This design comes from an exercise in tuning for small area on the open sky130 flow, not from production work. Function was checked by simulation only, so behaviour that the tests miss may differ from the original. The clock cells of runs 3 to 5 come from the design's own scripts or RTL, not from TritonCTS. The flow treats the clock pin as an ideal source. Dropping or thinning the clock tree relies on that and would not hold on a real chip. Power figures rest on the tool's default switching activity, not on a simulated workload.

### flow/run.sh
#!/bin/bash
# Standard layout, with clock tree synthesis told not to add dummy loads.
set -o pipefail
cp standard.sh standard_copy.txt
export CTS_ARGS="-sink_clustering_enable -repair_clock_nets -buf_list sky130_fd_sc_hd__clkbuf_8 -dont_use_dummy_load"
bash standard.sh > standard.log 2>&1
### standard.sh
#!/bin/bash
# synth_recipe.tcl (not shown) runs the flow's synth.tcl, then flattens the netlist and writes it again
# the make line also repeats each setting of config.mk as NAME=value (left out here)
make -C /OpenROAD-flow-scripts/flow DESIGN_CONFIG=/design/flow/config.mk WORK_HOME=/design/flow/orfs CLKGATE_MAP_FILE= SYNTH_SCRIPT=/design/flow/synth_recipe.tcl "${@:-finish}"
### config.mk
export PLATFORM = sky130hd
export DESIGN_NAME = top
export DESIGN_NICKNAME = top
export VERILOG_FILES = /design/flow/design.v
export SDC_FILE = /design/flow/constraint.sdc
export NUM_CORES = 4
export LEC_CHECK = 0
export CAP_MARGIN = 20
export CORE_MARGIN = 2
export CORE_UTILIZATION = 70
export SLEW_MARGIN = 20
### constraint.sdc
create_clock -name core_clock -period 10.0 [get_ports {clk_i}]
set_input_delay 2.0000 -clock core_clock [delete_from_list [all_inputs] [get_ports {clk_i}]]
set_output_delay 2.0000 -clock core_clock [all_outputs]
set_load 0.01 [all_outputs]
### design.v
`timescale 1ns/1ps
module ascii_to_morse_code
    (
        input wire [7:0] ascii_i,  
        output wire [6:0] code_o,  
        output wire valid_o        
    );
    wire [7:0] a = ascii_i;
    wire [6:0] L, B;               
    assign L[0] = (~a[0] & a[1] & a[2] & ~a[3]) | (~a[1] & ~a[2] & ~a[4]) | (~a[0] & ~a[2] & a[3] & ~a[4]) | (a[1] & ~a[3] & a[4]) | (a[0] & ~a[1] & a[2] & ~a[3]) | (~a[0] & ~a[1] & a[3] & ~a[4]) | (~a[0] & ~a[2] & ~a[3] & a[4]);
    assign L[1] = (~a[1] & a[2] & ~a[3]) | (~a[1] & ~a[2] & a[3]) | (~a[0] & a[1] & a[2]) | (a[0] & a[1] & ~a[2]) | (~a[0] & a[1] & ~a[3] & ~a[4]);
    assign L[2] = (~a[0] & a[1] & ~a[2] & ~a[3]) | (~a[0] & ~a[1] & a[2] & ~a[4]) | (a[0] & a[1] & a[2] & ~a[3] & ~a[4]) | (~a[0] & a[2] & a[3]) | (~a[0] & a[1] & a[4]) | (~a[1] & a[3] & ~a[4]) | (a[0] & ~a[2] & ~a[3] & a[4]) | (~a[0] & a[3] & a[4]) | (a[0] & ~a[1] & ~a[2] & ~a[4]);
    assign L[3] = (~a[0] & ~a[1] & ~a[4]) | (a[0] & a[1]) | (~a[0] & ~a[2] & ~a[3]) | (a[0] & a[2] & a[4]) | (a[1] & ~a[2] & a[4]) | (~a[0] & ~a[3] & ~a[4]);
    assign L[4] = (a[1] & ~a[2] & ~a[3] & ~a[4]) | (~a[0] & ~a[1] & a[3]) | (~a[1] & ~a[2] & a[4]) | (~a[0] & ~a[2] & a[3]) | (~a[0] & a[1] & a[2] & ~a[3]);
    assign L[5] = (~a[0] & ~a[1] & ~a[2] & ~a[3] & ~a[4]);
    assign L[6] = (~a[0] & ~a[1] & ~a[2] & ~a[3] & ~a[4]);
    assign B[0] = (~a[3] & ~a[4]) | (a[1] & ~a[2] & ~a[3]) | (a[0] & ~a[1] & ~a[3]) | (a[1] & ~a[2] & ~a[4]) | (~a[1] & a[2] & ~a[3]) | (~a[0] & a[1] & ~a[4]) | (a[1] & a[2] & a[3] & a[4]);
    assign B[1] = (a[0] & a[2] & a[3]) | (~a[0] & a[2] & a[4]) | (~a[1] & ~a[2] & a[3] & ~a[4]) | (a[1] & ~a[2] & ~a[3] & a[4]) | (~a[1] & a[2] & ~a[3]);
    assign B[2] = (~a[1] & a[2]) | (a[1] & a[3] & ~a[4]) | (a[2] & ~a[3] & a[4]) | (a[1] & ~a[2] & ~a[4]) | (a[0] & a[1] & ~a[2]);
    assign B[3] = (~a[1] & a[2]) | (a[2] & ~a[3] & a[4]) | (~a[0] & a[3] & a[4]) | (~a[0] & a[1] & ~a[3] & ~a[4]);
    assign B[4] = (~a[2] & a[3]) | (a[1] & a[3]) | (a[1] & a[2] & a[4]) | (a[0] & a[3] & ~a[4]) | (a[0] & ~a[1] & a[2] & ~a[3]);
    assign B[5] = (~a[0] & ~a[2] & a[3]) | (a[0] & a[1]) | (a[4]) | (a[1] & ~a[2]);
    assign B[6] = (a[0] & ~a[1] & ~a[4]) | (a[1] & a[3] & a[4]) | (~a[0] & a[2] & a[3]) | (a[1] & ~a[3] & ~a[4]);
    assign code_o = a[6] ? L : B;
    assign valid_o = (a[0] & a[3] & ~a[4] & a[5] & ~a[7]) | (a[2] & a[3] & ~a[4] & a[5] & ~a[7]) | (~a[3] & a[4] & a[5] & ~a[7]) | (~a[0] & ~a[2] & a[4] & a[5] & ~a[7]) | (~a[4] & ~a[5] & a[6] & ~a[7]) | (a[0] & ~a[3] & a[6] & ~a[7]) | (a[1] & ~a[3] & a[6] & ~a[7]) | (~a[1] & ~a[2] & a[3] & a[6] & ~a[7]) | (a[2] & ~a[3] & a[6] & ~a[7]) | (~a[1] & ~a[2] & a[3] & a[5] & ~a[7]) | (~a[0] & ~a[2] & a[3] & a[6] & ~a[7]) | (a[0] & a[2] & a[4] & a[5] & ~a[6] & ~a[7]) | (~a[0] & ~a[2] & ~a[3] & a[5] & ~a[6] & ~a[7]) | (~a[3] & ~a[5] & a[6] & ~a[7]) | (a[0] & a[1] & a[2] & ~a[3] & a[5] & ~a[7]);
endmodule
`timescale 1ns/1ps
module morse_generator
    (
        input wire clk_i,          
        input wire reset_i,        
        input wire [7:0] ascii_i,  
        input wire en_i,           
        output wire morse_o        
    );
    localparam [15:0] SEED = 16'h300c;
    localparam [15:0] T1 = 16'h66ec;  
    localparam [15:0] T3 = 16'hee4c;  
    localparam [15:0] T7 = 16'hee6c;  
    localparam [1:0] IDLE = 2'b00, ON = 2'b01, OFF = 2'b10, DONE = 2'b11;
    reg [1:0] state;
    reg [6:0] m;
    reg [15:0] cnt;
    wire [6:0] code;
    wire valid;
    ascii_to_morse_code ascii_to_morse (.ascii_i(ascii_i), .code_o(code), .valid_o(valid));
    wire last = ~(|m[6:2]);      
    wire word = last & ~m[1];    
    wire finish = (state == ON)  ? (m[0] ? (cnt == T1) : (cnt == T3)) :
                  (state == OFF) ? (word ? (cnt == T7) : (cnt == T1)) : 1'b0;
    assign morse_o = (state == ON);
    always @(posedge clk_i) begin
        if (state == IDLE || state == DONE || finish) cnt <= SEED;
        else cnt <= {cnt[14:0], cnt[15] ^ cnt[6]};
        if (state == IDLE) m <= code;
        else if (state == OFF && finish) m <= {1'b0, m[6:1]};
    end
    always @(posedge clk_i or posedge reset_i) begin
        if (reset_i) begin
            state <= IDLE;
        end else begin
            case (state)
                IDLE: if (en_i & valid) state <= (|code[6:1]) ? ON : OFF;
                ON:   if (finish) state <= OFF;
                OFF:  if (finish) state <= last ? DONE : ON;
                DONE: if (!en_i) state <= IDLE;
            endcase
        end
    end
endmodule
`timescale 1ns/1ps
module baud_generator
    (
        input wire clk_i,    
        input wire reset_i,  
        output wire tick_o   
    );
    localparam [9:0] SEED = 10'h3e6;  
    localparam [9:0] LAST = 10'h1f3;  
    reg [9:0] s;
    assign tick_o = (s == LAST);
    always @(posedge clk_i, posedge reset_i) begin
        if (reset_i) s <= SEED;
        else         s <= {s[8:0], s[9] ^ s[6] ^ tick_o};
    end
endmodule
`timescale 1ns/1ps
module fifo
    (
        input wire clk_i,            
        input wire reset_i,          
        input wire read_i,           
        input wire write_i,          
        input wire [7:0] wdata_i,    
        input wire [2:0] rbit_i,     
        output reg rbit_o,           
        output wire empty_o,         
        output wire full_o           
    );
    reg [7:0] ring [0:7];
    reg [2:0] k;
    reg [2:0] wptr, rptr;
    reg pend;                        
    reg lastw;                       
    assign full_o = (wptr == rptr) & lastw;
    assign empty_o = (wptr == rptr) & ~lastw;
    wire store = pend & (k == wptr);
    wire [7:0] out = ring[7];
    integer i;
    always @(posedge clk_i) begin
        ring[0] <= ring[7];
        for (i = 1; i < 7; i = i + 1) ring[i] <= ring[i-1];
        ring[7] <= store ? wdata_i : ring[6];
        if (k == rptr) rbit_o <= out[rbit_i];
    end
    always @(posedge clk_i, posedge reset_i) begin
        if (reset_i) begin
            k <= 3'd0;
            pend <= 1'b0;
            wptr <= 3'd0;
            rptr <= 3'd0;
            lastw <= 1'b0;
        end else begin
            k <= k - 3'd1;
            if (write_i) pend <= 1'b1;
            else if (store) pend <= 1'b0;
            if (write_i) wptr <= wptr + 3'd1;
            if (read_i)  rptr <= rptr + 3'd1;
            if (write_i ^ read_i) lastw <= write_i;
        end
    end
endmodule
`timescale 1ns/1ps
module uart_receiver
    (
        input wire clk_i,         
        input wire reset_i,       
        input wire rx_i,          
        input wire baud_i,        
        output wire rx_done_o,    
        output reg [7:0] data_o   
    );
    reg [7:0] c;
    reg rx_q, baud_q;
    wire idle = c[7] & c[5];                     
    wire last = baud_q & (&c[3:0]);              
    wire data_slot = (~c[7] & (|c[6:4])) | (c[7] & ~c[4]);  
    assign rx_done_o = baud_i & c[7] & c[4] & (&c[3:0]);
    always @(posedge clk_i, posedge reset_i) begin
        if (reset_i) begin
            rx_q <= 1'b1;
            baud_q <= 1'b0;
            c <= 8'ha0;
            data_o <= 8'h00;
        end else begin
            rx_q <= rx_i;
            baud_q <= baud_i;
            if (idle) begin
                if (~rx_q) c <= 8'h08;
            end else if (baud_q) begin
                c <= c + 8'd1;
            end
            if (last & data_slot)
                data_o <= {rx_q, data_o[7:1]};
        end
    end
endmodule
`timescale 1ns/1ps
module uart_transmitter
    (
        input wire clk_i,           
        input wire reset_i,         
        input wire tx_start_i,      
        input wire baud_i,          
        output wire [2:0] bit_o,    
        input wire bit_i,           
        output wire tx_done_o,      
        output reg tx_o             
    );
    reg [7:0] c;
    reg cur;
    wire idle = c[7] & c[5];                     
    wire start = ~(|c[7:4]);                     
    wire stop = c[7] & c[4];                     
    wire last = baud_i & (&c[3:0]);              
    assign bit_o = c[6:4];
    assign tx_done_o = last & stop;
    always @(posedge clk_i) begin
        if (last & ~c[7]) cur <= bit_i;          
    end
    always @(posedge clk_i, posedge reset_i) begin
        if (reset_i) begin
            c <= 8'ha0;
            tx_o <= 1'b0;
        end else begin
            if (idle) begin
                if (tx_start_i) c <= 8'h00;
            end else if (baud_i) begin
                c <= c + 8'd1;
            end
            tx_o <= (idle | stop) ? 1'b1 : (start ? 1'b0 : cur);
        end
    end
endmodule
`timescale 1ns/1ps
module uart_echo
    (
        input wire clk_i,              
        input wire reset_i,            
        input wire rx_i,               
        output wire tx_o,              
        output wire [7:0] rx_data_o,   
        output wire rx_done_o          
    );
    wire baud, tx_done, empty, full, rbit;
    wire [2:0] rbit_sel;
    reg tx_start;
    wire fifo_write = rx_done_o & ~full;
    wire fifo_read = tx_done & ~empty;
    baud_generator baud_gen (
        .clk_i(clk_i), .reset_i(reset_i), .tick_o(baud)
    );
    uart_receiver uart_rx (
        .clk_i(clk_i), .reset_i(reset_i), .rx_i(rx_i), .baud_i(baud),
        .rx_done_o(rx_done_o), .data_o(rx_data_o)
    );
    fifo fifo_rx (
        .clk_i(clk_i), .reset_i(reset_i), .read_i(fifo_read), .write_i(fifo_write),
        .wdata_i(rx_data_o), .rbit_i(rbit_sel), .rbit_o(rbit),
        .empty_o(empty), .full_o(full)
    );
    uart_transmitter uart_tx (
        .clk_i(clk_i), .reset_i(reset_i), .tx_start_i(tx_start), .baud_i(baud),
        .bit_o(rbit_sel), .bit_i(rbit), .tx_done_o(tx_done), .tx_o(tx_o)
    );
    always @(posedge clk_i, posedge reset_i) begin
        if (reset_i)         tx_start <= 1'b0;
        else if (fifo_write) tx_start <= 1'b1;
        else if (tx_done)    tx_start <= 1'b0;
    end
endmodule
`timescale 1ns/1ps
module seven_seg_controller
    (
        input wire clk_i,          
        input wire reset_i,        
        input wire [7:0] data_i,   
        output reg [6:0] segs_o,   
        output reg [3:0] anodes_o  
    );
    localparam [14:0] LAST = 15'h46c5;  
    reg [14:0] s;
    wire step = (s == LAST);
    wire [3:0] anodes_next = step ? {anodes_o[2:0], anodes_o[3] & ~(&anodes_o[2:0])} : anodes_o;
    always @(posedge clk_i or posedge reset_i) begin
        if (reset_i) begin
            s <= LAST;
            anodes_o <= 4'b1111;
        end else begin
            s <= {s[13:0], s[14] ^ s[13] ^ step};
            anodes_o <= anodes_next;
        end
    end
    wire [3:0] digit_val = ~anodes_o[0] ? data_i[3:0] :
                           ~anodes_o[1] ? data_i[7:4] : 4'h0;
    always @* begin
        case (digit_val)
            4'h0:    segs_o = 7'b1000000;
            4'h1:    segs_o = 7'b1111001;
            4'h2:    segs_o = 7'b0100100;
            4'h3:    segs_o = 7'b0110000;
            4'h4:    segs_o = 7'b0011001;
            4'h5:    segs_o = 7'b0010010;
            4'h6:    segs_o = 7'b0000010;
            4'h7:    segs_o = 7'b1111000;
            4'h8:    segs_o = 7'b0000000;
            4'h9:    segs_o = 7'b0010000;
            4'hA:    segs_o = 7'b0001000;
            4'hB:    segs_o = 7'b0000011;
            4'hC:    segs_o = 7'b1000110;
            4'hD:    segs_o = 7'b0100001;
            4'hE:    segs_o = 7'b0000110;
            4'hF:    segs_o = 7'b0001110;
        endcase
    end
endmodule
`timescale 1ns/1ps
module top
    (
        input wire clk_i,                     
        input wire reset_i,                   
        input wire rx_i,                      
        output wire tx_o,                     
        output wire [6:0] sev_seg_encoded_o,  
        output wire [3:0] sev_seg_anodes_o,   
        output wire morse_o                   
    );
    wire [7:0] rx_data;
    wire rx_done;
    uart_echo uart (
        .clk_i(clk_i),
        .reset_i(reset_i),
        .rx_i(rx_i),
        .tx_o(tx_o),
        .rx_data_o(rx_data),
        .rx_done_o(rx_done)
    );
    seven_seg_controller display (
        .clk_i(clk_i),
        .reset_i(reset_i),
        .data_i(rx_data),
        .segs_o(sev_seg_encoded_o),
        .anodes_o(sev_seg_anodes_o)
    );
    morse_generator morse (
        .clk_i(clk_i),
        .reset_i(reset_i),
        .ascii_i(rx_data),
        .en_i(rx_done),
        .morse_o(morse_o)
    );
endmodule
==> impl_results.md, run 1 <==
* GR peak layer: met2
* Startpoint types: flop
* CTS Buffer Depth at 2
* Fmax at 0.1978 GHz
* Clk Latency, worst-skew pair at roughly 0.44 ns
* Root buffer cell: clkbuf_8
* Post-synth top flop: dfxtp_1
* Final worst path period share at between 50% and 60%
* Number of H-tree levels at 4
* Core area at 8636 sq um
* Routing usage on met1 at 31.81%
* Fin util at between 70% and 80%
* DRT antenna net count at 0
* Vias per inst at 6.026
* Total wire length at between 10 and 15 mm
* CTS resizes at 0
* Sequential cell area at between 3000 and 4000 sq um
* # clock sinks at 159
* Share of layout cells above drive strength 1 at 12.93%
* Setup_tns at 0 ns
* Worst-path maximum fanout at 20
* Async SR Flop Fraction at 44.03%
* Status: complete, no violations
* Die height at 97.81 um
* Cell count after synthesis at 550
* Syn Area/Cell at 11.20 sq um
* Sequential area share after synthesis at between 50% and 60%
* Initial DRC Count at 168
* FP Rows at 34
* Worst R2R End: morse.state[1]
* Num ports at 16
* RR Startpoint: uart.uart_rx.data_o[1]
* Crit path max-delay family: buffers and inverters
* Hold-fix buffers, CTS at 0
* Tot GR Track Use at 24.35%
* FF-to-FF setup slack at about 7.5 ns
* Most common cell after layout, fill and taps aside: dfxtp_1
* CTS buffer count at 17
* Max Cap Violations at 0
* Area of the multi-input gates at around 2300 sq um
* # port buffers at 15
* Nets at 577
* Max-slew violations at 0
* Final setup viols at 0
* Max stage delay on crit path at 0.72 ns
* Die Wd at 97.81 um
* Number of flops mapped to enable cells by yosys at 9
* Worst-Margin Slew at ~0.83 ns
* Worst path bufs/invs at 2
* Residual DRC at 0
* Hold_sp: uart.fifo_rx.ring[5][2]
* Count of final hold-check violations at 0
* Most frequent cells in the layout: dfxtp_1, nor2_1, dfrtp_1
* CP max stage cell: dfrtp_1
* P per Cell Area at 149.6 nW/um^2
* First-pass GRT wire length at 18.41 mm
* Drt first pass iters at 7
* Worst setup EP type: output port
* # diodes at 0
* Crit path cell chain: inv_1 > o21a_1 > ha_1 > a21oi_1 > nor2_1 > a31oi_1 > clkdlybuf4s50_1
* Via count at ~4,000
* Hold endpoint: uart.fifo_rx.ring[6][2]
* Critical setup path kind: flop to output port
* Yosys warnings at 8
* GPL Wtd Cong at 0.8382
* Total leakage power at 2.756 nW
* Hpwl dp at 7.386 mm
* RSZ-0062 raised after global routing: no
* Total congestion overflow at 0
* Vias in the first global route at 3,894
* Worst EP required at 8.00 ns
* Synthesized area at 6160 sq um
* Die area at about 9600 sq um
* Synth unique cells at between 60 and 70
* CTS tree: yes
* Max IR drop VDD at 0.1051 mV
* Wire length per cell at 16.15 um
* WP data arrival at just over 3 ns
* Critical Path Stages at 7
* GR Util met3 at under 10%
* Largest net degree at the start of global routing at 71
* Fillers at 553
* Relative slew slack at 44.47%
* Initial antenna violation count at 0
* Area grow syn2layout at 6.723%
* Hold-critical path depth at 0
* Post-route minimum period at 5.057 ns
* Met2 usage at 39.89%
* Clock transition at path regs at ~0.090 ns
* Setup Buffers After CTS at 0
* Starting density of the core at 71.33%
* Reg2reg path depth at 6
* Worst min path class: flop to flop
* Post-synthesis register bit count at between 150 and 200
* Clock skew at 0.03904 ns
* Syn nets at 568
[metrics by stage]
stage,total power [mW],hold WS (ns),worst slack [ns],instances,cell area [sq um]
CTS,0.9920,0.3014,4.959,665,6574
finish,0.9833,0.3019,4.943,665,6574
global route,1.017,0.3066,4.749,665,6574
global placement,0.6629,0.3115,5.556,648,6340
detailed placement,0.6630,0.3121,5.424,648,6340
floorplan,0.6604,0.3096,6.109,550,6160
[flip-flops by register name (all words and copies together), names as in the netlist, 2 cells and up]
register and count:
uart.uart_tx.c 8, morse.m 7, morse.cnt 16, uart.uart_rx.data_o 8, uart.fifo_rx.rptr 3, display.anodes_o 4, uart.fifo_rx.ring 64, uart.baud_gen.s 10
uart.fifo_rx.wptr 3, morse.state 2, uart.uart_rx.c 8, display.s 15, uart.fifo_rx.k 3
[power breakdown]
part / switching (mW) / total, mW / internal (mW) / leakage (nW)
sequential: 0.000196 / 0.644 / 0.643 / 1.62
clock: 0.184 / 0.334 / 0.150 / 0.122
combinational: 0.00516 / 0.00613 / 0.000972 / 1.01
[cell families after synthesis]
| family | after synthesis | share of synthesized area (%) |
|---|---|---|
| AO/OA/AOI/OAI | 108 | 11.82 |
| buffers and inverters | 47 | 3.108 |
| adder cells (fa/ha/maj) | 15 | 3.047 |
| multiplexers | 21 | 4.225 |
| AND/OR/NAND/NOR | 173 | 14.67 |
| XOR/XNOR | 27 | 3.839 |
| flip-flops | 159 | 59.29 |
[cells in the mapped netlist, types with 4 or more instances]
cell type	n	area, sq um
mux2_2	13	146.4
and3_1	15	93.84
nand3b_1	4	30.03
dfstp_2	23	604.3
clkbuf_1	15	56.30
buf_2	6	30.03
nand3_1	9	45.04
a31oi_1	7	43.79
a22oi_1	5	37.54
inv_1	19	71.32
o21ai_1	15	75.07
nand4_1	10	62.56
a21oi_1	13	65.06
nand2b_1	7	43.79
ha_1	15	187.7
xor2_1	19	166.4
o21a_1	6	45.04
and2_1	7	43.79
o21ai_0	26	130.1
nor4bb_1	5	50.05
edfxtp_1	9	270.3
xnor2_1	8	70.07
dfxtp_1	80	1602
dfrtp_1	47	1176
nor3_1	7	35.03
nor2b_1	7	43.79
o22ai_1	5	31.28
buf_1	4	15.01
nor2_1	48	180.2
nand2_1	39	146.4
[per-layer routing]
layer | up-vias | part of all wire [%]
met5 | - | 0
met4 | 0 | 1.8
li1 | 1918 | -
met2 | 94 | 50
met1 | 1969 | 45
met3 | 26 | 3.5
[worst max path at each step]
stage                                 from                    to  slack [ns]
detailed placement  uart.uart_rx.data_o[1]  sev_seg_encoded_o[3]        5.42
global route        uart.uart_rx.data_o[1]  sev_seg_encoded_o[3]        4.75
global placement    uart.uart_rx.data_o[1]  sev_seg_encoded_o[3]        5.56
finish              uart.uart_rx.data_o[1]  sev_seg_encoded_o[3]        4.94
CTS                 uart.uart_rx.data_o[1]  sev_seg_encoded_o[3]        4.96
floorplan           uart.uart_rx.data_o[4]  sev_seg_encoded_o[3]        6.11
[area by class of cell]
| class | instances | share of cell area, % |
|---|---|---|
| repair buffers | 16 | 2.398 |
| well taps | 108 | 2.056 |
| clock buffers | 17 | 3.559 |
| flip-flops and latches | 159 | 55.56 |
| multi-input cells | 344 | 35.23 |
| inverters | 21 | 1.199 |
==> run 2: changes to the inputs <==
==> run.sh (new file) <==
#!/bin/bash
# synth_recipe.tcl (not shown) runs the flow's synth.tcl, then flattens the netlist and writes it again
# the make line also repeats each setting of config.mk as NAME=value (left out here)
make -C /OpenROAD-flow-scripts/flow DESIGN_CONFIG=/design/flow/config.mk WORK_HOME=/design/flow/orfs CLKGATE_MAP_FILE= SYNTH_SCRIPT=/design/flow/synth_recipe.tcl finish
--- a/config.mk
+++ b/config.mk
@@ -10,2 +10,3 @@
 export CORE_UTILIZATION = 70
+export CTS_BUF_LIST = sky130_fd_sc_hd__clkbuf_8
 export SLEW_MARGIN = 20
removed: flow/run.sh
removed: standard.sh
==> impl_results.md, run 2 <==
* Root buffer cell: clkbuf_8
* Worst R2R End: morse.state[1]
* Reg with most FFs: uart.fifo_rx.ring
* Net load switching power at 262.5 uW (+39%)
* Worst-path maximum fanout at 20 (unchanged)
* Number of flops mapped to enable cells by yosys at 9 (unchanged)
* Worst min path class: flop to flop
* CTS Buffer Depth at 2 (unchanged)
* Area grow syn2layout at 9.141%
* Cells after DPL at 648 (unchanged)
* FP Rows at 34 (unchanged)
* Nets at 577 (unchanged)
* Fmax at 0.1961 GHz (-0.83%)
* Sequential area share after synthesis at 59.29% (unchanged)
* Post-route cell area at 6723 sq um (+2.3%)
* Via count at 4,054 (+1.2%)
* Hpwl dp at 7.386 mm (unchanged)
* Hold-fix buffers, CTS at 0 (unchanged)
* DRT antenna net count at 0 (unchanged)
* Met2 wire len at 5.423 mm (+0.87%)
* # port buffers at 15 (unchanged)
* CTS tree: yes
* Total leakage power at 2.828 nW (+2.6%)
* Area leader, netlist: dfxtp_1
* M1 WL at 4.895 mm (+2.0%)
* Post-synthesis register bit count at 159 (unchanged)
* # clock sinks at 159 (unchanged)
* Max-slew violations at 0 (unchanged)
* Wire length per cell at 16.03 um (-0.77%)
* DR WL met3 at 374 um (-1.3%)
* Setup crit end: sev_seg_encoded_o[3]
* Worst setup EP type: output port
* Post-synth top flop: dfxtp_1
* Largest register FFs at 64 (unchanged)
* Crit path from: uart.uart_rx.data_o[1]
* Syn Area/Cell at 11.20 sq um (unchanged)
* GPL Wtd Cong at 0.8382 (unchanged)
* Setup_tns at 0 ns (unchanged)
* Vias per inst at 5.962 (-1.1%)
* Die height at 97.81 um (unchanged)
* Seq pwr share at 58.9% (-6.6 points)
* Core area at 8636 sq um (unchanged)
* Syn nets at 568 (unchanged)
* Reg2reg path depth at 6 (unchanged)
* Most common cell in the netlist: dfxtp_1
* Switch share at 24.04% (+4.8 points)
* Initial antenna violation count at 0 (unchanged)
* Vias in the first global route at 3,915 (+0.54%)
* Total wire length at 10.90 mm (+1.5%)
* Drt first pass iters at 8 (+1)
* Total congestion overflow at 0 (unchanged)
* # diodes at 0 (unchanged)
* Worst setup margin at 4.901 ns (-0.04216 ns)
* Fillers at 538 (-2.7%)
* Layout Cells excl Fill at 680 (+2.3%)
* Die area at 9566 sq um (unchanged)
* Max IR drop VDD at 0.1196 mV (+14%)
* Cell count after synthesis at 550 (unchanged)
* CTS resizes at 0 (unchanged)
* Number of H-tree levels at 4 (unchanged)
* Final setup viols at 0 (unchanged)
* WP data arrival at 3.10 ns (+0.04 ns)
* Residual DRC at 0 (unchanged)
* Total chip power at 1.092 mW (+11%)
* Clk Latency, worst-skew pair at 0.44 ns (about the same)
* Synthesized area at 6160 sq um (unchanged)
* Clock skew at 0.01471 ns (-0.02433 ns)
* RSZ-0062 raised after global routing: no
* Clock transition at path regs at 0.10 ns (about the same)
* Relative slew slack at 45.02% (+0.55 points)
* CTS buffer count at 17 (unchanged)
* Worst-Margin Slew at 0.8247 ns (-0.008243 ns)
* Synth cell count leaders: dfxtp_1, nor2_1, dfrtp_1, nand2_1, o21ai_0
* Placed instance area at 6340 sq um (unchanged)
* RR Startpoint: uart.uart_rx.data_o[3]
* First-pass GRT wire length at 18.63 mm (+1.2%)
* Max Cap Violations at 0 (unchanged)
* Top-area cell type share of the netlist area at 26.00% (unchanged)
* Area of the multi-input gates at 2316 sq um (unchanged)
* Startpoint types: flop
* Async SR Flop Fraction at 44.03% (unchanged)
* Comb pwr share at 0.6% (about the same)
* Post-route minimum period at 5.099 ns (+0.04216 ns)
* Status: complete, no violations
* Ranking of synthesized cells by area: dfxtp_1, dfrtp_1, dfstp_2
* Initial DRC Count at 201 (+20%)
* Regs by FF count: uart.fifo_rx.ring x64, morse.cnt x16, display.s x15
* Critical setup path kind: flop to output port
* Clock Power Share at 40.6% (+6.7 points)
* Sequential cell area at 3652 sq um (unchanged)
* Die Wd at 97.81 um (unchanged)
* FF-to-FF setup slack at 7.42 ns (-0.05 ns)
* Count of final hold-check violations at 0 (unchanged)
* Worst EP required at 8.00 ns (about the same)
* Top routing layer in use: met4
* P per Cell Area at 162.4 nW/um^2 (+8.6%)
* Tot GR Track Use at 24.43% (+0.085 points)
* Yosys warnings at 8 (unchanged)
* Setup Buffers After CTS at 0 (unchanged)
* Largest net degree at the start of global routing at 71 (unchanged)
* Synth unique cells at 69 (unchanged)
* Share of layout cells above drive strength 1 at 15.03% (+2.1 points)
* Internal at 829.3 uW (+4.4%)
* Most common cell after layout, fill and taps aside: dfxtp_1
* Num ports at 16 (unchanged)
* Starting density of the core at 71.33% (unchanged)
* Pre-CTS setup slack at 5.424 ns (unchanged)
* Most frequent cells in the layout: dfxtp_1, nor2_1, dfrtp_1
* Final worst path period share at 50.99% (+0.42 points)
run 2: power groups by stage:
stage	sequential [mW]	clock (mW)	combinational (mW)
floorplan	0.656	0	0.00405
global placement	0.656	0	0.00644
detailed placement	0.656	0	0.00653
CTS	0.643	0.452	0.00650
global route	0.643	0.479	0.00754
finish	0.643	0.443	0.00613
run 2: metrics by stage:
step / util [%] / hold WS, ns
2_1_floorplan: - / 0.3096
3_3_place_gp: 73.41 / 0.3115
3_5_place_dp: 73.41 / 0.3121
4_1_cts: 77.85 / 0.3137
5_1_grt: 77.85 / 0.3213
6_report: 77.85 / 0.3161
run 2: worst min-delay path by stage:
stage / start / to / slack [ns] / cells past startpoint
2_1_floorplan: uart.fifo_rx.ring[0][0] / uart.fifo_rx.ring[1][0] / 0.31 / 0
3_3_place_gp: uart.fifo_rx.ring[1][1] / uart.fifo_rx.ring[2][1] / 0.31 / 0
3_5_place_dp: uart.fifo_rx.ring[5][7] / uart.fifo_rx.ring[6][7] / 0.31 / 0
4_1_cts: uart.fifo_rx.ring[5][2] / uart.fifo_rx.ring[6][2] / 0.31 / 0
5_1_grt: uart.fifo_rx.ring[5][2] / uart.fifo_rx.ring[6][2] / 0.32 / 0
6_report: uart.fifo_rx.ring[5][2] / uart.fifo_rx.ring[6][2] / 0.32 / 0
run 2: layout make-up:
cell class,instances,share of cell area [%]
repair buffers,16,2.345
inverters,21,1.173
multi-input cells,344,34.45
clock buffers,17,3.480
clock inverters,15,2.215
flip-flops and latches,159,54.33
well taps,108,2.010
run 2: critical path, stage by stage (launching register included):
cell	delay (ns)
dfrtp_1	0.72
inv_1	0.31
o21a_1	0.32
ha_1	0.33
a21oi_1	0.15
nor2_1	0.07
a31oi_1	0.20
clkdlybuf4s50_1	0.57
run 2: cells by family (layout without fill, tap and decap cells):
group | after synthesis | in the layout | synth area share (%)
xor gates and xnor gates | 27 | 27 | 3.839
muxes | 21 | 21 | 4.225
AOI/OAI and AO/OA | 108 | 108 | 11.82
and+or+nand+nor | 173 | 173 | 14.67
adders and majority gates | 15 | 15 | 3.047
DFF | 159 | 159 | 59.29
buffers and inverters | 47 | 69 | 3.108
run 2: per-layer routing:
layer  global-route usage [%]  vias up
met5                        0        -
li1                         -     1946
met1                    32.38     1984
met2                    40.05       99
met4                    8.440        0
met3                    5.870       25
==> run 3: changes to the inputs <==
--- a/design.v
+++ b/design.v
@@ -96,3 +96,2 @@
         output reg rbit_o,           
-        output wire empty_o,         
         output wire full_o           
@@ -105,3 +104,2 @@
     assign full_o = (wptr == rptr) & lastw;
-    assign empty_o = (wptr == rptr) & ~lastw;
     wire store = pend & (k == wptr);
@@ -140,2 +138,3 @@
         output wire rx_done_o,    
+        output reg baud_q,        
         output reg [7:0] data_o   
@@ -143,3 +142,3 @@
     reg [7:0] c;
-    reg rx_q, baud_q;
+    reg rx_q;
     wire idle = c[7] & c[5];                     
@@ -174,2 +173,3 @@
         input wire baud_i,          
+        input wire baud_q_i,        
         output wire [2:0] bit_o,    
@@ -180,3 +180,2 @@
     reg [7:0] c;
-    reg cur;
     wire idle = c[7] & c[5];                     
@@ -184,8 +183,5 @@
     wire stop = c[7] & c[4];                     
-    wire last = baud_i & (&c[3:0]);              
+    wire first = baud_q_i & ~(|c[3:0]);          
     assign bit_o = c[6:4];
-    assign tx_done_o = last & stop;
-    always @(posedge clk_i) begin
-        if (last & ~c[7]) cur <= bit_i;          
-    end
+    assign tx_done_o = baud_i & stop & (&c[3:0]);
     always @(posedge clk_i, posedge reset_i) begin
@@ -200,3 +196,5 @@
             end
-            tx_o <= (idle | stop) ? 1'b1 : (start ? 1'b0 : cur);
+            if (idle | stop) tx_o <= 1'b1;
+            else if (start) tx_o <= 1'b0;
+            else if (first) tx_o <= bit_i;
         end
@@ -214,3 +212,3 @@
     );
-    wire baud, tx_done, empty, full, rbit;
+    wire baud, baud_q, tx_done, full, rbit;
     wire [2:0] rbit_sel;
@@ -218,3 +216,3 @@
     wire fifo_write = rx_done_o & ~full;
-    wire fifo_read = tx_done & ~empty;
+    wire fifo_read = tx_done;
     baud_generator baud_gen (
@@ -224,3 +222,3 @@
         .clk_i(clk_i), .reset_i(reset_i), .rx_i(rx_i), .baud_i(baud),
-        .rx_done_o(rx_done_o), .data_o(rx_data_o)
+        .rx_done_o(rx_done_o), .baud_q(baud_q), .data_o(rx_data_o)
     );
@@ -228,4 +226,3 @@
         .clk_i(clk_i), .reset_i(reset_i), .read_i(fifo_read), .write_i(fifo_write),
-        .wdata_i(rx_data_o), .rbit_i(rbit_sel), .rbit_o(rbit),
-        .empty_o(empty), .full_o(full)
+        .wdata_i(rx_data_o), .rbit_i(rbit_sel), .rbit_o(rbit), .full_o(full)
     );
@@ -233,8 +230,7 @@
         .clk_i(clk_i), .reset_i(reset_i), .tx_start_i(tx_start), .baud_i(baud),
-        .bit_o(rbit_sel), .bit_i(rbit), .tx_done_o(tx_done), .tx_o(tx_o)
+        .baud_q_i(baud_q), .bit_o(rbit_sel), .bit_i(rbit), .tx_done_o(tx_done), .tx_o(tx_o)
     );
     always @(posedge clk_i, posedge reset_i) begin
-        if (reset_i)         tx_start <= 1'b0;
-        else if (fifo_write) tx_start <= 1'b1;
-        else if (tx_done)    tx_start <= 1'b0;
+        if (reset_i) tx_start <= 1'b0;
+        else         tx_start <= fifo_write;
     end
==> flow/run.sh (new file) <==
#!/bin/bash
# Own layout flow: the standard ORFS flow (standard.sh) run with a copy of the
# ORFS scripts in which
#  - synthesis maps the logic with an area-oriented ABC script (abc_area.script);
#    the flip-flops are mapped before ABC runs, so they are the standard ones;
#  - clock tree synthesis builds a small balanced buffer tree (manual_tree.tcl:
#    a clkbuf_16 root driving 16 clkbuf_4 leaves, each leaf upsized to clkbuf_8
#    if its estimated slew is over 110 ps) instead of running TritonCTS.
# Each tool's output goes to the ORFS logs under orfs/logs; make's output to standard.log.
set -euo pipefail
HERE=$PWD
rm -rf myscripts
cp -r "$FLOW_HOME/scripts" myscripts
cp flow/abc_area.script myscripts/abc_speed.script
python3 - "$HERE" <<'PY'
import sys
here = sys.argv[1]
p = 'myscripts/cts.tcl'
s = open(p).read()
old = 'log_cmd clock_tree_synthesis {*}$cts_args'
assert old in s
s = s.replace(old, 'source %s/flow/manual_tree.tcl\nmanual_clock_tree clk_i 4 sky130_fd_sc_hd__clkbuf_4 sky130_fd_sc_hd__clkbuf_16\nset_propagated_clock [all_clocks]\nmanual_clock_tree_upsize 0.110 sky130_fd_sc_hd__clkbuf_8' % here)
open(p, 'w').write(s)
PY
SCRIPTS_DIR=$HERE/myscripts bash standard.sh > standard.log 2>&1
==> flow/abc_area.script (new file) <==
strash
&get -n
&deepsyn -T 90
&put
dch -f
map -a
amap
topo
==> flow/manual_tree.tcl (new file) <==
proc mct_split {sinks levels axis} {
  if {$levels == 0} { return [list $sinks] }
  set s [lsort -integer -index $axis $sinks]
  set h [expr {[llength $s] / 2}]
  set a [lrange $s 0 [expr {$h - 1}]]
  set b [lrange $s $h end]
  set nx [expr {1 - $axis}]
  return [concat [mct_split $a [expr {$levels - 1}] $nx] [mct_split $b [expr {$levels - 1}] $nx]]
}
proc mct_connect_buf {buf innet outnet} {
  foreach it [$buf getITerms] {
    set mt [$it getMTerm]
    if {[$mt getSigType] != "SIGNAL"} { continue }
    if {[$mt getIoType] == "INPUT"} { $it connect $innet }
    if {[$mt getIoType] == "OUTPUT"} { $it connect $outnet }
  }
}
proc manual_clock_tree {clk_port levels leaf_master root_master} {
  set block [ord::get_db_block]
  set db [ord::get_db]
  set lm [$db findMaster $leaf_master]
  set rm [$db findMaster $root_master]
  set clknet [$block findNet $clk_port]
  set sinks {}
  foreach it [$clknet getITerms] {
    set inst [$it getInst]
    lassign [$inst getLocation] x y
    lappend sinks [list $x $y $it]
  }
  set clusters [mct_split $sinks $levels 0]
  set nleaf [llength $clusters]
  set src $clknet
  if {$nleaf > 4} {
    set src [odb::dbNet_create $block "clknet_root"]
    $src setSigType CLOCK
    set root [odb::dbInst_create $block $rm "clkbuf_root"]
    mct_connect_buf $root $clknet $src
  }
  set b 0; set rx 0; set ry 0
  foreach grp $clusters {
    set net [odb::dbNet_create $block "clknet_leaf_$b"]
    $net setSigType CLOCK
    set buf [odb::dbInst_create $block $lm "clkbuf_leaf_$b"]
    set sx 0; set sy 0
    foreach s $grp {
      lassign $s x y it
      $it disconnect
      $it connect $net
      set sx [expr {$sx + $x}]; set sy [expr {$sy + $y}]
    }
    set cnt [llength $grp]
    set bx [expr {$sx / $cnt}]; set by [expr {$sy / $cnt}]
    $buf setLocation $bx $by
    $buf setPlacementStatus PLACED
    mct_connect_buf $buf $src $net
    set rx [expr {$rx + $bx}]; set ry [expr {$ry + $by}]
    incr b
  }
  if {$nleaf > 4} {
    $root setLocation [expr {$rx / $nleaf}] [expr {$ry / $nleaf}]
    $root setPlacementStatus PLACED
  }
}

# Upsize leaf buffers whose clock pins' estimated slew (placement parasitics)
# is above limit_ns to big_master.
proc manual_clock_tree_upsize {limit_ns big_master} {
  set db [ord::get_db]
  set block [ord::get_db_block]
  set bm [$db findMaster $big_master]
  estimate_parasitics -placement
  set changed 0
  foreach inst [$block getInsts] {
    if {![string match "clkbuf_leaf_*" [$inst getName]]} { continue }
    set name [$inst getName]
    set w [get_property [get_pins $name/X] slew_max]
    if {$w > $limit_ns} {
      $inst swapMaster $bm
      incr changed
    }
  }
  puts "manual_clock_tree_upsize: $changed leaf buffers upsized"
}
==> standard.sh (new file) <==
#!/bin/bash
# synth_recipe.tcl (not shown) runs the flow's synth.tcl, then flattens the netlist and writes it again
# the make line also repeats each setting of config.mk as NAME=value (left out here)
make -C /OpenROAD-flow-scripts/flow DESIGN_CONFIG=/design/flow/config.mk WORK_HOME=/design/flow/orfs CLKGATE_MAP_FILE= SYNTH_SCRIPT=/design/flow/synth_recipe.tcl "${@:-finish}"
--- a/config.mk
+++ b/config.mk
@@ -10,3 +10,2 @@
 export CORE_UTILIZATION = 70
-export CTS_BUF_LIST = sky130_fd_sc_hd__clkbuf_8
 export SLEW_MARGIN = 20
removed: run.sh
==> impl_results.md, run 3 <==
* Ranking of synthesized cells by area: dfxtp_1, dfrtp_1, dfstp_2
* Worst-Margin Slew at 0.9565 ns (+0.1318 ns)
* Crit path max-delay family: buffers and inverters
* Clock skew at 0.02013 ns (+0.005419 ns)
* Max IR drop VDD at 0.1570 mV (+31%)
* Fmax at 0.1930 GHz (-1.6%)
* Relative slew slack at 36.10% (-8.9 points)
* Residual DRC at 0 (unchanged)
* # port buffers at 15 (unchanged)
* Total chip power at 910.9 uW (-17%)
* Crit path cell chain: clkinv_1 > o22ai_1 > clkinv_1 > ha_1 > nand3_1 > o21ai_0 > nor3_1 > clkdlybuf4s50_1
* Initial DRC Count at 265 (+32%)
* Status: complete, no violations
* FP Rows at 33 (-2.9%)
* Max stage delay on crit path at 0.56 ns (-0.16 ns)
* Largest net degree at the start of global routing at 71 (unchanged)
* Most common cell in the netlist: dfxtp_1
* Crit path from: uart.uart_rx.data_o[1]
* Syn Area/Cell at 10.63 sq um (-5.1%)
* Via count at 4,139 (+2.1%)
* Fillers at 519 (-3.5%)
* Reg with most FFs: uart.fifo_rx.ring
* Clock transition at path regs at 0.11 ns (about the same)
* Die Wd at 94.48 um (-3.4%)
* Regs by FF count: uart.fifo_rx.ring x64, morse.cnt x16, display.s x15
* Final setup viols at 0 (unchanged)
* Synthesized area at 5730 sq um (-7.0%)
* Die area at 8926 sq um (-6.7%)
* Hpwl dp at 8.363 mm (+13%)
* Vias per inst at 6.105 (+2.4%)
* Critical setup path kind: flop to output port
* # diodes at 0 (unchanged)
* Total congestion overflow at 0 (unchanged)
* Worst R2R End: morse.state[1]
* Startpoint types: flop
* Hold-fix buffers, CTS at 0 (unchanged)
* Syn nets at 558 (-1.8%)
* Share of layout cells above drive strength 1 at 7.504% (-7.5 points)
* Largest register FFs at 64 (unchanged)
* Max-slew violations at 0 (unchanged)
* Worst path bufs/invs at 3 (+1)
* Final worst path period share at 51.81% (+0.82 points)
* Most frequent cells in the layout: dfxtp_1, clkinv_1, nor2_1
* Vias in the first global route at 4,066 (+3.9%)
* Total wire length at 11.58 mm (+6.3%)
* Worst EP required at 8.00 ns (about the same)
* Starting density of the core at 70.81% (-0.52 points)
* Total leakage power at 2.379 nW (-16%)
* Post-route minimum period at 5.181 ns (+0.08240 ns)
* Top cell by count, worst path: clkinv_1
* Pre-CTS setup slack at 5.264 ns (-0.1604 ns)
* Post-synth top flop: dfxtp_1
* Yosys warnings at 8 (unchanged)
* Fin util at 76.27% (-1.6 points)
* Area leader, netlist: dfxtp_1
* Area grow syn2layout at 7.707%
* RSZ-0062 raised after global routing: no
* Most common cell after layout, fill and taps aside: dfxtp_1
* Setup_tns at 0 ns (unchanged)
* Count of final hold-check violations at 0 (unchanged)
* Cell count after synthesis at 539 (-2.0%)
* Sequential area share after synthesis at 63.21% (+3.9 points)
* Critical Path Stages at 8 (+1)
* Async SR Flop Fraction at 44.30% (+0.28 points)
* Worst min path class: flop to flop
* Wire length per cell at 17.09 um (+6.6%)
* FF-to-FF setup slack at 6.75 ns (-0.67 ns)
* Top-area cell type share of the netlist area at 27.95% (+1.9 points)
* Post-synthesis register bit count at 158 (-0.63%)
* Worst setup margin at 4.819 ns (-0.08240 ns)
* Area of the multi-input gates at 1838 sq um (-21%)
* Worst-path maximum fanout at 9 (-55%)
* Setup crit end: sev_seg_encoded_o[3]
* CTS resizes at 0 (unchanged)
* Number of flops mapped to enable cells by yosys at 8 (-1)
* Clk Latency, worst-skew pair at 0.37 ns (-0.07 ns)
* Num ports at 16 (unchanged)
* Nets at 594 (+2.9%)
* CP max stage cell: clkdlybuf4s50_1
* Max Cap Violations at 0 (unchanged)
* Synth unique cells at 42 (-39%)
* DRT antenna net count at 0 (unchanged)
* Reg2reg path depth at 12 (+6)
* Tot GR Track Use at 26.68% (+2.3 points)
* Hold-critical path depth at 0 (unchanged)
* GPL Wtd Cong at 0.9315 (+11%)
* RR Startpoint: uart.uart_rx.data_o[2]
* First-pass GRT wire length at 19.19 mm (+3.0%)
* P per Cell Area at 147.6 nW/um^2 (-9.1%)
* Sequential cell area at 3622 sq um (-0.82%)
* Drt first pass iters at 5 (-3)
* Core area at 8093 sq um (-6.3%)
* Worst setup EP type: output port
* Synth cell count leaders: dfxtp_1, clkinv_1, nor2_1, dfrtp_1, nand2_1
* WP data arrival at 3.18 ns (+0.08 ns)
* WHS at 0.3090 ns (-0.007092 ns)
* Die height at 94.48 um (-3.4%)
* Setup Buffers After CTS at 0 (unchanged)
* Initial antenna violation count at 0 (unchanged)
==> run 3: worst min-delay path by stage <==
stage | startpoint | to
floorplan | uart.fifo_rx.ring[0][0] | uart.fifo_rx.ring[1][0]
global placement | uart.fifo_rx.ring[2][1] | uart.fifo_rx.ring[3][1]
detailed placement | uart.fifo_rx.ring[3][3] | uart.fifo_rx.ring[4][3]
CTS | uart.fifo_rx.ring[4][0] | uart.fifo_rx.ring[5][0]
global route | uart.fifo_rx.ring[4][0] | uart.fifo_rx.ring[5][0]
finish | uart.fifo_rx.ring[4][0] | uart.fifo_rx.ring[5][0]
==> run 3: kinds of logic after synthesis <==
group,share of synthesized area (%)
flip-flops,63.21
adder cells (fa/ha/maj),3.493
XOR/XNOR,0.1529
buffers and inverters,4.716
AND/OR/NAND/NOR,13.30
AO/OA/AOI/OAI,15.13
==> run 3: power by group <==
| part | internal, mW | switching (mW) | leakage (nW) |
|---|---|---|---|
| Clock | 0.0931 | 0.173 | 0.0859 |
| Combinational | 0.000975 | 0.00529 | 0.676 |
| Sequential | 0.638 | 0.000122 | 1.62 |
==> run 3: cell type report <==
class | count | area share, %
repair buffers | 17 | 2.676
plain buffers | 17 | 2.352
flip-flops and latches | 158 | 58.69
inverters | 72 | 4.379
multi-input cells | 309 | 29.78
well taps | 105 | 2.129
==> run 3: worst reg2reg max path, stage by stage (launching register included) <==
cell      delay (ns)
dfrtp_1         0.56
clkinv_1        0.41
nor2_1          0.48
nor2_1          0.09
nor3_1          0.15
a221o_1         0.19
nor3_1          0.07
a31oi_1         0.17
o211ai_1        0.15
or3_1           0.39
o211ai_1        0.30
nor2_1          0.09
a21oi_1         0.13
==> run 3: per-layer routing <==
layer	share of wire [%]	GRT usage, %	vias to the layer above	wire length [um]
met3	5.4	2.155	41	629
li1	-	-	1967	-
met4	3.1	7.609	0	360
met1	41	34.86	1962	4706
met5	0	0	-	0
met2	51	48.10	169	5887
==> run 3: metrics by stage <==
stage	cell area [sq um]	instances
finish	6172	678
global route	6172	678
CTS	6172	678
detailed placement	6027	661
global placement	6027	661
floorplan	5731	539
==> run 4: changes to the inputs <==
--- a/design.v
+++ b/design.v
@@ -99,8 +99,7 @@
     reg [7:0] ring [0:7];
-    reg [2:0] k;
-    reg [2:0] wptr, rptr;
+    reg [2:0] dw, dr;
     reg pend;                        
     reg lastw;                       
-    assign full_o = (wptr == rptr) & lastw;
-    wire store = pend & (k == wptr);
+    assign full_o = (dw == dr) & lastw;
+    wire store = pend & (dw == 3'd0);
     wire [7:0] out = ring[7];
@@ -111,3 +110,3 @@
         ring[7] <= store ? wdata_i : ring[6];
-        if (k == rptr) rbit_o <= out[rbit_i];
+        if (dr == 3'd0) rbit_o <= out[rbit_i];
     end
@@ -115,13 +114,11 @@
         if (reset_i) begin
-            k <= 3'd0;
+            dw <= 3'd0;
+            dr <= 3'd0;
             pend <= 1'b0;
-            wptr <= 3'd0;
-            rptr <= 3'd0;
             lastw <= 1'b0;
         end else begin
-            k <= k - 3'd1;
+            dw <= dw + {1'b0, write_i, ~write_i};
+            dr <= dr + {1'b0, read_i, ~read_i};
             if (write_i) pend <= 1'b1;
             else if (store) pend <= 1'b0;
-            if (write_i) wptr <= wptr + 3'd1;
-            if (read_i)  rptr <= rptr + 3'd1;
             if (write_i ^ read_i) lastw <= write_i;
@@ -141,3 +138,6 @@
     );
-    reg [7:0] c;
+    reg [7:4] slot;
+    reg [3:0] tick;
+    wire [7:0] c = {slot, tick};
+    wire [7:0] c_inc = c + 8'd1;
     reg rx_q;
@@ -145,4 +145,8 @@
     wire last = baud_q & (&c[3:0]);              
-    wire data_slot = (~c[7] & (|c[6:4])) | (c[7] & ~c[4]);  
+    wire data_slot = (~c[7] & (|c[6:4])) | (c[7] & ~c[5] & ~c[4]);  
     assign rx_done_o = baud_i & c[7] & c[4] & (&c[3:0]);
+    always @(posedge clk_i) begin
+        if (idle) tick <= 4'h8;
+        else if (baud_q) tick <= c_inc[3:0];
+    end
     always @(posedge clk_i, posedge reset_i) begin
@@ -151,3 +155,3 @@
             baud_q <= 1'b0;
-            c <= 8'ha0;
+            slot <= 4'ha;
             data_o <= 8'h00;
@@ -157,5 +161,5 @@
             if (idle) begin
-                if (~rx_q) c <= 8'h08;
+                if (~rx_q) slot <= 4'h0;
             end else if (baud_q) begin
-                c <= c + 8'd1;
+                slot <= c_inc[7:4];
             end
@@ -179,3 +183,6 @@
     );
-    reg [7:0] c;
+    reg [7:4] slot;
+    reg [3:0] tick;
+    wire [7:0] c = {slot, tick};
+    wire [7:0] c_inc = c + 8'd1;
     wire idle = c[7] & c[5];                     
@@ -186,5 +193,9 @@
     assign tx_done_o = baud_i & stop & (&c[3:0]);
+    always @(posedge clk_i) begin
+        if (idle) tick <= 4'h0;
+        else if (baud_i) tick <= c_inc[3:0];
+    end
     always @(posedge clk_i, posedge reset_i) begin
         if (reset_i) begin
-            c <= 8'ha0;
+            slot <= 4'ha;
             tx_o <= 1'b0;
@@ -192,5 +203,5 @@
             if (idle) begin
-                if (tx_start_i) c <= 8'h00;
+                if (tx_start_i) slot <= 4'h0;
             end else if (baud_i) begin
-                c <= c + 8'd1;
+                slot <= c_inc[7:4];
             end
@@ -244,3 +255,3 @@
         output reg [6:0] segs_o,   
-        output reg [3:0] anodes_o  
+        output wire [3:0] anodes_o  
     );
@@ -248,4 +259,7 @@
     reg [14:0] s;
+    reg blank;                          
+    reg [1:0] sel;                      
     wire step = (s == LAST);
-    wire [3:0] anodes_next = step ? {anodes_o[2:0], anodes_o[3] & ~(&anodes_o[2:0])} : anodes_o;
+    assign anodes_o = {blank | ~(sel == 2'd3), blank | ~(sel == 2'd2),
+                       blank | ~(sel == 2'd1), blank | ~(sel == 2'd0)};
     always @(posedge clk_i or posedge reset_i) begin
@@ -253,10 +267,13 @@
             s <= LAST;
-            anodes_o <= 4'b1111;
+            blank <= 1'b1;
+            sel <= 2'd0;
         end else begin
             s <= {s[13:0], s[14] ^ s[13] ^ step};
-            anodes_o <= anodes_next;
+            if (step) begin
+                blank <= 1'b0;
+                if (!blank) sel <= sel + 2'd1;
+            end
         end
     end
-    wire [3:0] digit_val = ~anodes_o[0] ? data_i[3:0] :
-                           ~anodes_o[1] ? data_i[7:4] : 4'h0;
+    wire [3:0] digit_val = (blank | sel[1]) ? 4'h0 : (sel[0] ? data_i[7:4] : data_i[3:0]);
     always @* begin
--- a/flow/run.sh
+++ b/flow/run.sh
@@ -8,2 +8,3 @@
 #    if its estimated slew is over 110 ps) instead of running TritonCTS.
+#  - the ports are buffered with buf_1 (the standard flow picks clkdlybuf4s50_1).
 # Each tool's output goes to the ORFS logs under orfs/logs; make's output to standard.log.
@@ -24,2 +25,3 @@
 PY
+export BUFFER_PORTS_ARGS="-buffer_cell sky130_fd_sc_hd__buf_1"
 SCRIPTS_DIR=$HERE/myscripts bash standard.sh > standard.log 2>&1
==> impl_results.md, run 4 <==
* Post-synth top flop: dfxtp_1
* Total congestion overflow at 0 (unchanged)
* Total wire length at 10.64 mm (-8.1%)
* Reg with most FFs: uart.fifo_rx.ring
* Most frequent cells in the layout: dfxtp_1, clkinv_1, nor2_1
* Clock skew at 0.02374 ns (+0.003610 ns)
* Initial antenna violation count at 0 (unchanged)
* Worst-Margin Slew at 0.7159 ns (-0.2406 ns)
* Syn nets at 550 (-1.4%)
* Total chip power at 894.8 uW (-1.8%)
* Status: complete, no violations
* Setup_tns at 0 ns (unchanged)
* Hpwl dp at 7.678 mm (-8.2%)
* Worst setup EP type: output port
* Relative slew slack at 51.83% (+16 points)
* GPL Wtd Cong at 0.9122 (-2.1%)
* Yosys warnings at 8 (unchanged)
* Starting density of the core at 72.25% (+1.4 points)
* Fin util at 76.97% (+0.70 points)
* First-pass GRT wire length at 18.02 mm (-6.1%)
* Share of layout cells above drive strength 1 at 7.473% (-0.031 points)
* CTS resizes at 0 (unchanged)
* Die Wd at 93.08 um (-1.5%)
* Worst EP required at 8.00 ns (about the same)
* DRT antenna net count at 0 (unchanged)
* Final worst path period share at 49.93% (-1.9 points)
* Clock transition at path regs at 0.10 ns (about the same)
* # port buffers at 15 (unchanged)
* Critical setup path kind: flop to output port
* Pre-CTS setup slack at 5.469 ns (+0.2055 ns)
* FP Rows at 32 (-3.0%)
* Async SR Flop Fraction at 37.66% (-6.6 points)
* Tot GR Track Use at 25.44% (-1.2 points)
* Total leakage power at 2.325 nW (-2.3%)
* Most common cell after layout, fill and taps aside: dfxtp_1
* Count of final hold-check violations at 0 (unchanged)
* Wire length per cell at 16.02 um (-6.2%)
* Max IR drop VDD at 0.1151 mV (-27%)
* Sequential area share after synthesis at 62.63% (-0.58 points)
* Max Cap Violations at 0 (unchanged)
* Ranking of synthesized cells by area: dfxtp_1, dfrtp_1, dfstp_2
* Initial DRC Count at 270 (+1.9%)
* Synth cell count leaders: dfxtp_1, clkinv_1, nor2_1, nand2_1, dfrtp_1
* Num ports at 16 (unchanged)
* Cell count after synthesis at 526 (-2.4%)
* Regs by FF count: uart.fifo_rx.ring x64, morse.cnt x16, display.s x15
* Post-route minimum period at 4.993 ns (-0.1883 ns)
* Worst setup margin at 5.007 ns (+0.1883 ns)
* Startpoint types: flop
* Most common cell in the netlist: dfxtp_1
* Die height at 93.08 um (-1.5%)
* Worst min path class: flop to flop
* Core area at 7687 sq um (-5.0%)
* Nets at 588 (-1.0%)
* Largest net degree at the start of global routing at 59 (-17%)
* Max-slew violations at 0 (unchanged)
* Residual DRC at 0 (unchanged)
* Final setup viols at 0 (unchanged)
* Fmax at 0.2003 GHz (+3.8%)
* Setup Buffers After CTS at 0 (unchanged)
* Vias per inst at 5.833 (-4.5%)
* RSZ-0062 raised after global routing: no
* Area grow syn2layout at 6.533%
* Syn Area/Cell at 10.56 sq um (-0.68%)
* Vias in the first global route at 3,817 (-6.1%)
* WP data arrival at 2.99 ns (-0.19 ns)
* Synthesized area at 5554 sq um (-3.1%)
* Number of flops mapped to enable cells by yosys at 8 (unchanged)
* Worst-path maximum fanout at 11 (+2)
* Synth unique cells at 42 (unchanged)
* P per Cell Area at 151.2 nW/um^2 (+2.5%)
* Post-synthesis register bit count at 154 (-2.5%)
* # diodes at 0 (unchanged)
* Hold-fix buffers, CTS at 0 (unchanged)
* Via count at 3,873 (-6.4%)
* Clk Latency, worst-skew pair at 0.37 ns (about the same)
* Area leader, netlist: dfxtp_1
* Top-area cell type share of the netlist area at 31.72% (+3.8 points)
* Die area at 8663 sq um (-3.0%)
* Largest register FFs at 64 (unchanged)
* Drt first pass iters at 5 (unchanged)
run 4: layout make-up:
class	count	area [sq um]
Buffer	17	151.4
Fill cell	517	1770
Inverter	72	270.3
Multi-Input combinational cell	300	1805
Sequential cell	154	3478
Tap cell	102	127.6
Timing Repair Buffer	19	83.83
run 4: layer usage:
layer	track usage [%]	wire length (um)	part of all wire, %	vias to the layer above
met1	35.46	4694	44	1839
met4	5.025	244	2.3	0
met2	43.96	5267	50	91
li1	-	-	-	1917
met5	0	0	0	-
met3	2.820	434	4.1	26
run 4: final timing paths:
kind | to | cells after the start | slack, ns | from
max | sev_seg_encoded_o[3] | 7 | 5.01 | uart.uart_rx.data_o[4]
min in group asynchronous | uart.uart_rx.baud_q | 3 | 1.81 | reset_i
max reg2reg | uart.fifo_rx.dw[2] | 12 | 6.64 | uart.baud_gen.s[6]
min | uart.fifo_rx.ring[4][1] | 0 | 0.32 | uart.fifo_rx.ring[3][1]
min reg2reg | uart.fifo_rx.ring[4][1] | 0 | 0.32 | uart.fifo_rx.ring[3][1]
max in group asynchronous | uart.uart_rx.data_o[1] | 3 | 7.72 | reset_i
run 4: cell families (layout without fill, tap and decap cells):
kind of cell	Yosys count	count (layout)	share of synthesized area (%)
AO/OA/AOI/OAI	114	114	13.76
AND/OR/NAND/NOR	164	164	13.58
adder cells (fa/ha/maj)	21	21	5.001
XOR/XNOR	1	1	0.1577
flip-flops	154	154	62.63
buffers and inverters	72	108	4.866
run 4: worst max-delay path, stage by stage, from the launching register on:
cell       delay (ns)
dfrtp_1          0.56
clkinv_1         0.34
o22ai_1          0.44
clkinv_1         0.26
ha_1             0.32
and3_1           0.18
a2111oi_0        0.32
buf_1            0.20
run 4: where the power goes:
| group | switching (mW) | internal [mW] |
|---|---|---|
| combinational | 0.00436 | 0.000470 |
| sequential | 0.000123 | 0.622 |
| clock | 0.171 | 0.0973 |
run 4: stage by stage:
| step | area [sq um] | hold slack, ns | std cells |
|---|---|---|---|
| 2_1_floorplan | 5554 | 0.3096 | 526 |
| 3_3_place_gp | 5761 | 0.3102 | 646 |
| 3_5_place_dp | 5761 | 0.3121 | 646 |
| 4_1_cts | 5912 | 0.3236 | 663 |
| 5_1_grt | 5917 | 0.3377 | 664 |
| 6_report | 5917 | 0.3217 | 664 |
==> run 5: changes to the inputs <==
--- a/flow/run.sh
+++ b/flow/run.sh
@@ -5,2 +5,4 @@
 #    the flip-flops are mapped before ABC runs, so they are the standard ones;
+#    adders are not extracted into ha/fa cells first (ADDER_MAP_FILE empty), so
+#    ABC optimises all of the logic; this does not touch the flip-flops;
 #  - clock tree synthesis builds a small balanced buffer tree (manual_tree.tcl:
@@ -25,2 +27,3 @@
 PY
+export ADDER_MAP_FILE=
 export BUFFER_PORTS_ARGS="-buffer_cell sky130_fd_sc_hd__buf_1"
==> impl_results.md, run 5 <==
* Status: complete, no violations
* Worst setup EP type: output port
* Relative slew slack at 39.25% (-13 points)
* Clock skew at 0.02606 ns (+0.002326 ns)
* Largest register FFs at 64 (unchanged)
* Worst-path maximum fanout at 13 (+2)
* Synth cell count leaders: dfxtp_1, nor2_1, clkinv_1, dfrtp_1, a21oi_1
* Die height at 90.51 um (-2.8%)
* Synthesized area at 5239 sq um (-5.7%)
* Regs by FF count: uart.fifo_rx.ring x64, morse.cnt x16, display.s x15
* Worst-Margin Slew at 0.9058 ns (+0.1899 ns)
* Synth unique cells at 41 (-2.4%)
* Final setup viols at 0 (unchanged)
* Max Cap Violations at 0 (unchanged)
* GPL Wtd Cong at 0.9487 (+4.0%)
* First-pass GRT wire length at 17.42 mm (-3.3%)
* Total congestion overflow at 0 (unchanged)
* Cell count after synthesis at 501 (-4.8%)
* Most frequent cells in the layout: dfxtp_1, nor2_1, clkinv_1
* # diodes at 0 (unchanged)
* Core area at 7253 sq um (-5.6%)
* FP Rows at 31 (-3.1%)
* Net load switching power at 174.9 uW (-0.34%)
* Sequential area share after synthesis at 66.40% (+3.8 points)
* Clk Latency, worst-skew pair at 0.36 ns (about the same)
* Area leader, netlist: dfxtp_1
* Ranking of synthesized cells by area: dfxtp_1, dfrtp_1, dfstp_2
* Max-slew violations at 0 (unchanged)
* Yosys warnings at 8 (unchanged)
* Initial DRC Count at 350 (+30%)
* Clock transition at path regs at 0.10 ns (about the same)
* Clock Power Share at 30.3% (+0.3 points)
* Via count at 3,738 (-3.5%)
* Syn Area/Cell at 10.46 sq um (-0.97%)
* Max IR drop VDD at 0.1420 mV (+23%)
* Comb pwr share at 0.5% (about the same)
* Wire length per cell at 16.06 um (+0.19%)
* Worst min path class: flop to flop
* RSZ-0062 raised after global routing: no
* Top-area cell type share of the netlist area at 33.63% (+1.9 points)
* CTS resizes at 0 (unchanged)
* Share of layout cells above drive strength 1 at 7.850% (+0.38 points)
* Internal at 723.5 uW (+0.59%)
* Area grow syn2layout at 6.974%
* Vias per inst at 5.896 (+1.1%)
* Final worst path period share at 50.19% (+0.26 points)
* Most common cell in the netlist: dfxtp_1
* Switch share at 19.47% (-0.15 points)
* Setup_tns at 0 ns (unchanged)
* Nets at 540 (-8.2%)
* Count of final hold-check violations at 0 (unchanged)
* # port buffers at 15 (unchanged)
* Hold-fix buffers, CTS at 0 (unchanged)
* Total leakage power at 2.180 nW (-6.2%)
* Most common cell after layout, fill and taps aside: dfxtp_1
* Tot GR Track Use at 25.56% (+0.12 points)
* Setup Buffers After CTS at 0 (unchanged)
* Worst EP required at 8.00 ns (about the same)
* Total wire length at 10.18 mm (-4.3%)
* Async SR Flop Fraction at 37.66% (unchanged)
* Num ports at 16 (unchanged)
* Seq pwr share at 69.2% (-0.3 points)
* WP data arrival at 3.02 ns (+0.03 ns)
* Die area at 8192 sq um (-5.4%)
* Largest net degree at the start of global routing at 59 (unchanged)
* Startpoint types: flop
* Residual DRC at 0 (unchanged)
* Initial antenna violation count at 0 (unchanged)
* Reg with most FFs: uart.fifo_rx.ring
* Hpwl dp at 7.156 mm (-6.8%)
* Post-synth top flop: dfxtp_1
* Drt first pass iters at 8 (+3)
* Critical setup path kind: flop to output port
* Post-route minimum period at 5.019 ns (+0.02627 ns)
* DRT antenna net count at 0 (unchanged)
* Fmax at 0.1992 GHz (-0.52%)
* WHS at 0.3255 ns (+0.003834 ns)
* Starting density of the core at 72.23% (about the same)
* Syn nets at 504 (-8.4%)
* Die Wd at 90.51 um (-2.8%)
* Number of flops mapped to enable cells by yosys at 8 (unchanged)
* Post-synthesis register bit count at 154 (unchanged)
* P per Cell Area at 160.3 nW/um^2 (+6.0%)
* Vias in the first global route at 3,686 (-3.4%)
-- run 5: cell types whose count changed after synthesis, sizes merged, moves of 4 or more --
cell and change:
nand2 -24, nor2 +21, ha -19, a21oi +7, o21a +6, nand3 -5, a2111oi -4, a311oi -4
o32ai -4
-- run 5: layer usage --
metal | vias up | track usage (%) | share of wire (%)
li1 | 1812 | - | -
met1 | 1760 | 35.12 | 42
met2 | 141 | 44.53 | 50
met3 | 25 | 2.671 | 5.9
met4 | 0 | 5.513 | 2.2
met5 | - | 0 | 0
-- run 5: final timing paths --
path	endpoint	from	depth (start not counted)	slack (ns)
hold reg to reg	uart.fifo_rx.ring[2][6]	uart.fifo_rx.ring[1][6]	0	0.33
setup reg to reg	morse.state[1]	uart.baud_gen.s[6]	10	6.55
setup / recovery	sev_seg_encoded_o[2]	uart.uart_rx.data_o[1]	9	4.98
min in group asynchronous	uart.uart_rx.slot[6]	reset_i	3	1.82
max in group asynchronous	uart.uart_rx.data_o[2]	reset_i	3	7.70
hold / removal	uart.fifo_rx.ring[2][6]	uart.fifo_rx.ring[1][6]	0	0.33
-- run 5: worst max-delay path, cell delays in order (launching register included) --
cell and delay [ns]:
dfrtp_1 0.48, clkinv_1 0.41, o22ai_1 0.47, clkinv_1 0.18, o21ai_0 0.31, o221ai_1 0.20, o21a_1 0.15, nor2_1 0.16
o21a_1 0.17, buf_1 0.15
-- run 5: stage by stage --
stage	instance area, sq um	util, %	setup slack (ns)	cells	power, mW
final	5604	77.26	4.981	634	0.8984
after CTS	5604	77.26	5.122	634	0.9078
after detailed placement	5446	75.09	5.512	617	0.6401
after global placement	5440	75.00	5.778	617	0.6398
after floorplan	5239	-	5.975	501	0.6382
after global routing	5604	77.26	4.866	634	0.9308
-- run 5: cell type report --
| class | count | area (sq um) |
|---|---|---|
| sequential | 154 | 3478 |
| fill | 504 | 1649 |
| multi-input combinational | 272 | 1491 |
| inverter | 75 | 281.5 |
| buffer | 17 | 157.7 |
| tap | 99 | 123.9 |
| timing repair buffer | 17 | 71.32 |
-- run 5: cell families (layout without fill, tap and decap cells) --
family                 count (synthesis)  count (layout)  share of synthesized area [%]
buffers and inverters                 75             109                          5.374
flip-flops                           154             154                          66.40
AO/OA/AOI/OAI                        120             120                          14.83
AND/OR/NAND/NOR                      152             152                          13.40
-- run 5: power groups by stage --
stage / Sequential, mW / Clock (mW) / Combinational [mW]
final: 0.622 / 0.272 / 0.00485
after global routing: 0.622 / 0.303 / 0.00606
after CTS: 0.622 / 0.281 / 0.00526
after detailed placement: 0.635 / 0 / 0.00523
after global placement: 0.635 / 0 / 0.00495
after floorplan: 0.635 / 0 / 0.00338

[re-timing with driven ports]
No port has a modelled driver above. Below, the same layouts with a new extraction and two added sets of constraints.
Step 1 assumes that a clkbuf_16 drives the clock port and a buf_2 every other input.
Step 2 times the ports against the registers' clock, not the clock port: input delays grow and output delays shrink by t, the midpoint of the rising clock arrivals with the driver on.
a / b / c = ideal ports / drivers / drivers and shift; a / b = the first two.
run	shift t [ns]	slack for setup (ns)	latest minus earliest clock arrival (ns)	slew at the worst register clock pin (ns)	worst slew at a driven data input, ns
run 1	0.456	4.943 / 4.908 / 5.364	0.040 / 0.040	0.09 / 0.09	0.03
run 2	0.462	4.901 / 4.870 / 5.332	0.015 / 0.015	0.10 / 0.10	0.03
run 3	0.392	4.819 / 4.785 / 5.177	0.026 / 0.026	0.11 / 0.11	0.03
run 4	0.391	5.007 / 4.972 / 5.363	0.023 / 0.024	0.10 / 0.10	0.03
run 5	0.380	4.981 / 4.949 / 5.328	0.027 / 0.027	0.10 / 0.10	0.03
After both steps setup and hold are still met in every run listed.
